From an optimization exercise on the open Yosys and OpenROAD flow, aimed at small area and a short achievable clock period; shortcuts taken in it are not production practice. Function was checked by simulation only, so behaviour that the tests miss may differ from the original.

## div32p2
module div32p2(
    input  wire [63:0] x,
    input  wire [31:0] d,
    output wire [31:0] q,
    output wire [31:0] r,
    input  wire        clk,
    input  wire        rstn);
Size: ~12000 cells after synthesis, roughly 190 flip-flops.
==> flow/config.mk <==
export PLATFORM = sky130hd
export DESIGN_NAME = div32p2
export DESIGN_NICKNAME = div32p2
export VERILOG_FILES = /design/flow/design.v
export SDC_FILE = /design/flow/constraint.sdc
export NUM_CORES = 4
export LEC_CHECK = 0
export ABC_AREA = 1
export CAP_MARGIN = 50
export CORE_MARGIN = 2
export CORE_UTILIZATION = 45
export GPL_TIMING_DRIVEN = 0
export PLACE_DENSITY = 0.95
export SLEW_MARGIN = 70
export SYNTH_HIERARCHICAL = 1
==> flow/constraint.sdc <==
create_clock -name core_clock -period 95.0 [get_ports {clk}]
set_input_delay 19.0000 -clock core_clock [delete_from_list [all_inputs] [get_ports {clk}]]
set_output_delay 19.0000 -clock core_clock [all_outputs]
set_load 0.01 [all_outputs]
standard.sh (not shown) runs the stock make flow with config.mk's settings and CLKGATE_MAP_FILE= SYNTH_SCRIPT=/design/flow/synth_recipe.tcl, a recipe that flattens the netlist after the stock synthesis.
==> flow/flow/run.sh <==
#!/bin/bash
# The standard layout (the standard.sh, synthesis unchanged), except that the port
# buffers that placement inserts on every input and output are sky130_fd_sc_hd__buf_2
# instead of the delay cell clkdlybuf4s50_1 the default picks.
set -euo pipefail
export BUFFER_PORTS_ARGS="-buffer_cell sky130_fd_sc_hd__buf_2"
bash standard.sh > standard.log 2>&1
The baseline completed without violations.
Edit:
Settings changed: PLACE_DENSITY 0.95 to 0.72.
Global-route usage increases by 0.51 points. Synthesized cell count stays the same. Flip-flop and latch count does not change. Final cell count hardly moves. Register-to-register slack degrades by 0.33 ns. Area after synthesis is unchanged. First-iteration DRC count decreases by 31%. Setup slack improves by 0.068 ns. Core utilization is about the same.
Edit:
Settings changed: PLACE_DENSITY 0.72 to 0.6.
Cell area stays flat.
Wire length rose by about a fifth.
Die area stays the same.
Maximum frequency shrinks slightly.
Register-to-register slack got worse by 0.98 ns.
Clock-buffer cell count is lower by 1.
Setup slack got worse by 0.66 ns.
Final cell count hardly moves.
Via count goes up by a few percent.


== alpha ==
Another version of the RTL of div32p2 (not shown whole).
For scale: roughly 13000 cells after synthesis, roughly 65000 um2 of cells after synthesis.
==> flow/config.mk <==
export PLATFORM = sky130hd
export DESIGN_NAME = div32p2
export DESIGN_NICKNAME = div32p2
export VERILOG_FILES = /design/flow/design.v
export SDC_FILE = /design/flow/constraint.sdc
export NUM_CORES = 4
export LEC_CHECK = 0
export ABC_AREA = 1
export CAP_MARGIN = 60
export CORE_MARGIN = 2
export CORE_UTILIZATION = 45
export GPL_TIMING_DRIVEN = 0
export PLACE_DENSITY = 0.6
export SLEW_MARGIN = 78
export SYNTH_HIERARCHICAL = 1
==> flow/constraint.sdc <==
create_clock -name core_clock -period 95.0 [get_ports {clk}]
set_input_delay 19.0000 -clock core_clock [delete_from_list [all_inputs] [get_ports {clk}]]
set_output_delay 19.0000 -clock core_clock [all_outputs]
set_load 0.01 [all_outputs]
run.sh (not shown) runs the stock make flow with config.mk's settings and CLKGATE_MAP_FILE= SYNTH_SCRIPT=/design/flow/synth_recipe.tcl, a recipe that flattens the netlist after the stock synthesis.
Stock flow here: none of the scripts above is used.
#### Input delta (beta over alpha)
- SLEW_MARGIN changed from 78 to 70
- CAP_MARGIN changed from 60 to 50
==> flow/flow/run.sh (new file) <==
#!/bin/bash
# The standard layout (the standard.sh, synthesis unchanged), except that the port
# buffers that placement inserts on every input and output are sky130_fd_sc_hd__buf_4
# instead of the delay cell clkdlybuf4s50_1 the default picks.
set -euo pipefail
export BUFFER_PORTS_ARGS="-buffer_cell sky130_fd_sc_hd__buf_4"
bash standard.sh > standard.log 2>&1
==> flow/standard.sh (new file) <==
#!/bin/bash
# synth_recipe.tcl (not shown) runs the flow's synth.tcl, then flattens the netlist and writes it again
# the make line also repeats each setting of config.mk as NAME=value (left out here)
make -C /OpenROAD-flow-scripts/flow DESIGN_CONFIG=/design/flow/config.mk WORK_HOME=/design/flow/orfs CLKGATE_MAP_FILE= SYNTH_SCRIPT=/design/flow/synth_recipe.tcl "${@:-finish}"
removed: flow/run.sh
--- outcome ---
- beta vs alpha, number of placed instances with taps included went down by 0.30%.
- Comparing non-clock buffer total of the final layout for beta and alpha, the bigger number came from alpha.
- Taking alpha as the reference, in beta minimum period implied by the final worst setup slack went down 0.48 ns, wire length went down about 0.9%.
- alpha reports its worst setup path startpoint as x[56] while beta reports d[21].
- beta vs alpha — detailed-routing wirelength on met1 dropped by a few percent
- beta -> alpha: cell row count delta 0, exact match
- [compare] base=alpha new=beta: proportion of cell area occupied by multi-input gates has decreased; worst clock skew has increased; share of cells above drive strength 1 shrank by 1.7 points.
Edits applied to the flow inputs when going from beta to gamma:
- changing CAP_MARGIN from 50 to 40
- changing SLEW_MARGIN from 70 to 60
==> flow/run.sh (new file) <==
#!/bin/bash
# synth_recipe.tcl (not shown) runs the flow's synth.tcl, then flattens the netlist and writes it again
# the make line also repeats each setting of config.mk as NAME=value (left out here)
make -C /OpenROAD-flow-scripts/flow DESIGN_CONFIG=/design/flow/config.mk WORK_HOME=/design/flow/orfs CLKGATE_MAP_FILE= SYNTH_SCRIPT=/design/flow/synth_recipe.tcl finish
removed: flow/flow/run.sh
removed: flow/standard.sh
### Flow results
Looking at setup slack, gamma sits below beta. gamma: period utilization 0.99 points above beta. Compared with beta, gamma shows met3 layer wire length in the routed design lower by about 7%. Taking beta as the reference, in gamma minimum clock period higher; routed via count flat; critical path depth -6.8%; number of signal-net buffers in the layout now smaller. gamma ends up with lower buffers plus inverters on the worst setup path than beta does.
diff inputs: gamma => delta
- SLEW_MARGIN now 70, was 60
- CAP_MARGIN now 50, was 40
==> flow/flow/run.sh (new file) <==
#!/bin/bash
# Standard layout, unchanged (probe run).
bash standard.sh > standard.log 2>&1
==> flow/standard.sh (new file) <==
#!/bin/bash
# synth_recipe.tcl (not shown) runs the flow's synth.tcl, then flattens the netlist and writes it again
# the make line also repeats each setting of config.mk as NAME=value (left out here)
make -C /OpenROAD-flow-scripts/flow DESIGN_CONFIG=/design/flow/config.mk WORK_HOME=/design/flow/orfs CLKGATE_MAP_FILE= SYNTH_SCRIPT=/design/flow/synth_recipe.tcl "${@:-finish}"
removed: flow/run.sh
==> summary.txt <==
Going from gamma to delta, setup slack rose 0.67 ns; wire length about even; routing usage on met3 fell 0.82 points; global routing met1 resource utilization rose 0.62 points; number of filler cells placed in the layout fell about 1.6%. Between gamma and delta, the share of the final layout cell area in sequential cells does not differ in any meaningful way. Measured against each other, delta and gamma differ in detailed-route wire length on metal 1, the lower figure coming from gamma.


== cedar ==
RTL: one of the versions met above, not the one the previous note started from.
Size: about 12000 cells after synthesis, about 190 flip-flops, roughly 160 I/O pins, roughly 0.061 sq mm of cells after synthesis.
==> flow/design.v (excerpt) <==
module div32p2(
    input  wire [63:0] x,
    input  wire [31:0] d,
    output wire [31:0] q,
    output wire [31:0] r,
    input  wire        clk,
    input  wire        rstn);
==> flow/config.mk <==
export PLATFORM = sky130hd
export DESIGN_NAME = div32p2
export DESIGN_NICKNAME = div32p2
export VERILOG_FILES = /design/flow/design.v
export SDC_FILE = /design/flow/constraint.sdc
export NUM_CORES = 4
export LEC_CHECK = 0
export ABC_AREA = 1
export CAP_MARGIN = 50
export CORE_MARGIN = 2
export CORE_UTILIZATION = 58
export GPL_TIMING_DRIVEN = 0
export PLACE_DENSITY = 0.85
export SLEW_MARGIN = 70
export SYNTH_HIERARCHICAL = 1
==> flow/constraint.sdc <==
create_clock -name core_clock -period 95.0 [get_ports {clk}]
set_input_delay 19.0000 -clock core_clock [delete_from_list [all_inputs] [get_ports {clk}]]
set_output_delay 19.0000 -clock core_clock [all_outputs]
set_load 0.01 [all_outputs]
standard.sh (not shown) runs the stock make flow with config.mk's settings and CLKGATE_MAP_FILE= SYNTH_SCRIPT=/design/flow/synth_recipe.tcl, a recipe that flattens the netlist after the stock synthesis.
==> flow/flow/run.sh <==
#!/bin/bash
# The standard layout (the standard.sh, synthesis unchanged), except that the port
# buffers that placement inserts on every input and output are sky130_fd_sc_hd__buf_2
# instead of the delay cell clkdlybuf4s50_1 the default picks.
set -euo pipefail
export BUFFER_PORTS_ARGS="-buffer_cell sky130_fd_sc_hd__buf_2"
bash standard.sh > standard.log 2>&1
--- input diff cedar..willow ---
# cedar
export LEC_CHECK = 0
export ABC_AREA = 1
export CAP_MARGIN = 50
export CORE_MARGIN = 2
export CORE_UTILIZATION = 58
export GPL_TIMING_DRIVEN = 0
export PLACE_DENSITY = 0.85
export SLEW_MARGIN = 70
export SYNTH_HIERARCHICAL = 1
create_clock -name core_clock -period 95.0 [get_ports {clk}]
# willow
export LEC_CHECK = 0
export ABC_AREA = 1
export CAP_MARGIN = 50
export CORE_MARGIN = 2
export CORE_UTILIZATION = 45
export GPL_TIMING_DRIVEN = 0
export PLACE_DENSITY = 0.85
export SLEW_MARGIN = 70
export SYNTH_HIERARCHICAL = 1
create_clock -name core_clock -period 95.0 [get_ports {clk}]
Results
Global routing usage on met2 in willow is 17 points below cedar. As far as relative area of non-clock buffer cells in the final design is concerned, willow and cedar perform about the same. Compared with cedar, willow shows sum of met2 wire segment lengths after detailed routing lower by about 10%. Measured against each other, willow and cedar differ in number of clock buffers in the layout, the lower figure coming from willow. Sort willow and cedar by total wire length asc -> top: willow. Cmp willow vs cedar: worst relative slew slack higher in willow. Going from cedar to willow, post-detailed-route via-to-cell ratio saw a decrease, number of rows created at floorplan saw an increase.

## what the ideal ports hide
In the flow no input, the clock included, has a driving cell. The finished layouts below were timed again as built, in two steps.
Step 1 (the two cells are an assumption about what drives the block):
set clk [get_ports {clk}]
set_driving_cell -lib_cell sky130_fd_sc_hd__clkbuf_16 $clk
set_driving_cell -lib_cell sky130_fd_sc_hd__buf_2 [delete_from_list [all_inputs] $clk]
Step 2 adds t to the input delays and takes it off the output delays; t is the mean of the earliest and latest rising clock arrival at the registers after step 1. Input paths then give back, and output paths get back, about the clock's delay inside the block.
Three values: ideal, step 1, step 2; two values: the first two.
| run | t (ns) | slack for setup (ns) | hold WS [ns] | worst setup path at the end |
|---|---|---|---|---|
| the first run of note 1 | 0.595 | 61.146 / 61.203 / 60.608 | 0.329 / 0.329 / 0.329 | input to register |
| the second run of note 1 | 0.616 | 61.214 / 61.275 / 60.659 | 0.332 / 0.332 / 0.332 | input to register |
| the third run of note 1 | 0.609 | 60.554 / 60.615 / 60.006 | 0.326 / 0.326 / 0.326 | input to register |
| alpha | 0.633 | 61.810 / 61.863 / 61.231 | 0.332 / 0.332 / 0.332 | input to register |
| beta | 0.641 | 62.294 / 62.262 / 61.710 | 0.333 / 0.333 / 0.333 | input to register |
| gamma | 0.623 | 61.358 / 61.402 / 60.779 | 0.331 / 0.331 / 0.331 | input to register |
| delta | 0.638 | 62.028 / 61.948 / 61.478 | 0.332 / 0.332 / 0.332 | input to register |
| cedar | 0.605 | 60.753 / 60.807 / 60.202 | 0.327 / 0.327 / 0.327 | input to register |
| willow | 0.605 | 61.305 / 61.354 / 60.750 | 0.332 / 0.332 / 0.332 | input to register |
After both steps every run listed still meets setup and hold. For beta, which loses most, drivers alone change the setup slack by -0.032 ns; drivers and shift together by -0.584 ns.
